What follows belongs to an exercise in optimizing a design on an open flow for small area; a production flow would make more cautious choices. RTL that was checked went through simulation tests only; none was proved equivalent to the original. No driver is modelled on the clock port, so clock power and skew are understated where the tree is cut down; a real chip needs a root buffer or a tree. Power is estimated from default activity; no workload was simulated.

// ClockTest
module ClockTest(
	input clk,
	input rst,
	input btn,
	output [6:0] seg,
	output [3:0] an,
	output buttons_pressed,
	output buttons_released
);
Size: roughly 170 cells after synthesis, ~16 I/O pins, ~1700 sq um of cells after synthesis.
==> module button_debounce, before the edit <==
module button_debounce (
    input clk,
    input rst,
    input button_in,
    output reg button_out
);
    localparam [7:0] D0 = 8'd4;
    localparam [7:0] P = 8'h55;
    reg [7:0] cs;
    wire [7:0] counter = cs ^ P;
    wire differ = button_in ^ button_out;
    wire full = ~|(counter & 8'hf5);
    always @(posedge clk or posedge rst) begin
        if (rst) begin
            cs <= D0 ^ P;
            button_out <= 0;
        end else begin
            if (differ & full)
                button_out <= button_in;
            if (differ & ~full)
                cs <= {counter[6:0], counter[7] ^ counter[2]} ^ P;
            else
                cs <= D0 ^ P;
        end
    end
endmodule
==> flow/config.mk <==
export PLATFORM = sky130hd
export DESIGN_NAME = ClockTest
export DESIGN_NICKNAME = ClockTest
export VERILOG_FILES = /design/flow/design.v
export SDC_FILE = /design/flow/constraint.sdc
export NUM_CORES = 4
export LEC_CHECK = 0
export CAP_MARGIN = 20
export CORE_MARGIN = 2
export CORE_UTILIZATION = 40
export SLEW_MARGIN = 20
==> flow/constraint.sdc <==
create_clock -name core_clock -period 50.0 [get_ports {clk}]
set_input_delay 10.0000 -clock core_clock [delete_from_list [all_inputs] [get_ports {clk}]]
set_output_delay 10.0000 -clock core_clock [all_outputs]
set_load 0.01 [all_outputs]
standard.sh (not shown) runs the stock make flow with config.mk's settings and CLKGATE_MAP_FILE= SYNTH_SCRIPT=/design/flow/synth_recipe.tcl, a recipe that flattens the netlist after the stock synthesis.
==> flow/flow/run.sh <==
#!/bin/bash
# The standard layout (standard.sh), with these changes to how the layout
# is built:
#  - the standard synthesis runs unchanged first; then the design is
#    synthesized again for area (rtlsynth.tcl: same passes skipped, flattened
#    and renamed the same way, but its own ABC scripts and no adder cells),
#    and the smallest of a few ABC scripts' netlists replaces the standard
#    one, once regnames.py has checked that its flip-flops are the standard
#    synthesis's (same registers, same cell types) and given them the standard
#    names.  If that check fails, the standard netlist is kept;
#  - port buffers are the smallest buffer cell, buf_1 (every input and output
#    port still gets its own buffer);
#  - the clock tree is a small two-level tree built by clock_tree.tcl (a root
#    buffer driving three leaf buffers, each driving a third of the
#    flip-flops) in place of clock_tree_synthesis.
# Each tool's full output goes to a log file of its own in this folder.
set -euo pipefail
here=$(pwd)
res=$here/orfs/results/$FLOW_PLATFORM/ClockTest/base
lib=$FLOW_HOME/platforms/$FLOW_PLATFORM/lib/sky130_fd_sc_hd__tt_025C_1v80.lib
yosys=$FLOW_HOME/../tools/install/yosys/bin/yosys
export BUFFER_PORTS_ARGS="-buffer_cell sky130_fd_sc_hd__buf_1"
export PRE_CTS_TCL=$here/flow/clock_tree.tcl

bash standard.sh synth > log_1_standard_synth.log 2>&1
cp $res/1_2_yosys.v $here/standard_synth.v

# the platform's DONT_USE_CELLS
args=""
for c in $(cat flow/dont_use.txt); do args="$args -dont_use $c"; done
for k in 1 2 3; do
  LIB_FILE=$lib DESIGN_V=$FLOW_DESIGN OUT_V=$here/synth_$k.v TOP=$FLOW_TOP \
    ABC_SCRIPT=$here/flow/abc_$k.abc DONT_USE_ARGS="$args" \
    $yosys -c flow/rtlsynth.tcl > log_2_synth_$k.log 2>&1 &
done
wait || true

best=""
best_area=""
for k in 1 2 3; do
  if python3 flow/regnames.py $here/standard_synth.v $here/synth_$k.v $here/synth_${k}_named.v > log_3_regnames_$k.log 2>&1; then
    a=$(sed -n "s/.*Chip area for module.*: //p" $here/synth_$k.v.stat | tail -1)
    echo "script $k: area $a" >> log_3_choice.log
    if [[ -n "$a" ]] && { [[ -z "$best_area" ]] || python3 -c "import sys; sys.exit(0 if $a < $best_area else 1)"; }; then
      best=$k; best_area=$a
    fi
  fi
done
if [[ -n "$best" ]]; then
  echo "using script $best" >> log_3_choice.log
  cp $here/synth_${best}_named.v $res/1_2_yosys.v
  rm -f $res/1_synth.odb $res/1_synth.sdc
else
  echo "keeping the standard netlist" >> log_3_choice.log
fi
bash standard.sh finish > log_4_standard_finish.log 2>&1
Other scripts of this flow, unchanged in this note and not shown: flow/flow/abc_1.abc, flow/flow/abc_2.abc, flow/flow/abc_3.abc, flow/flow/clock_tree.tcl, flow/flow/dont_use.txt, flow/flow/regnames.py, flow/flow/rtlsynth.tcl
Then changed:
--- a/flow/design.v
+++ b/flow/design.v
@@ -3,28 +3,26 @@
     input clk,
     input rst,
     input button_in,
     output reg button_out
 );
     localparam [7:0] D0 = 8'd4;
-    localparam [7:0] P = 8'h55;
-    reg [7:0] cs;
-    wire [7:0] counter = cs ^ P;
+    reg [7:0] counter;
     wire differ = button_in ^ button_out;
     wire full = ~|(counter & 8'hf5);
     always @(posedge clk or posedge rst) begin
         if (rst) begin
-            cs <= D0 ^ P;
+            counter <= D0;
             button_out <= 0;
         end else begin
             if (differ & full)
                 button_out <= button_in;
             if (differ & ~full)
-                cs <= {counter[6:0], counter[7] ^ counter[2]} ^ P;
+                counter <= {counter[6:0], counter[7] ^ counter[2]};
             else
-                cs <= D0 ^ P;
+                counter <= D0;
         end
     end
 endmodule
 `timescale 1ns / 1ps
 module ClockTest(
 	input clk,
The new run went through all stages and came out clean.
Global-route usage increases by 0.40 points.
Total power is about the same.
Cell area increases by 0.39%.
Area after synthesis increases by 0.94%.
Clock power stays flat.
Worst hold slack barely changes.
Synthesized cell count decreases by 6.6%.
Fmax increases by 6.2%.
For the first run of this note, only the layout was checked, not whether the RTL still works. In every run of this note, the design's own scripts or RTL, not TritonCTS, make the clock network.

[afterwards: timing with drivers on the ports]
Ports are ideal in the flow. The routed layouts listed here were re-timed in OpenROAD. Step 1 assumes that a clkbuf_16 drives the clock port and a buf_2 every other input. Step 2 moves the port delays by t, midway between the first and last clock arrival at a register: inputs arrive t later, outputs are due t later. That takes back most of the time a late clock gives input paths. a / b / c = no drivers / after step 1 / after step 2; a / b = the first two.
| run | t (ns) | slack for setup (ns) | worst setup path after step 2 | latest minus earliest clock arrival (ns) |
|---|---|---|---|---|
| the first run | 0.357 | 36.875 / 36.850 / 37.208 | register to output | 0.012 / 0.013 |
| the second run | 0.360 | 37.641 / 37.617 / 37.977 | register to output | 0.011 / 0.011 |
After both steps setup and hold are still met in every run listed.
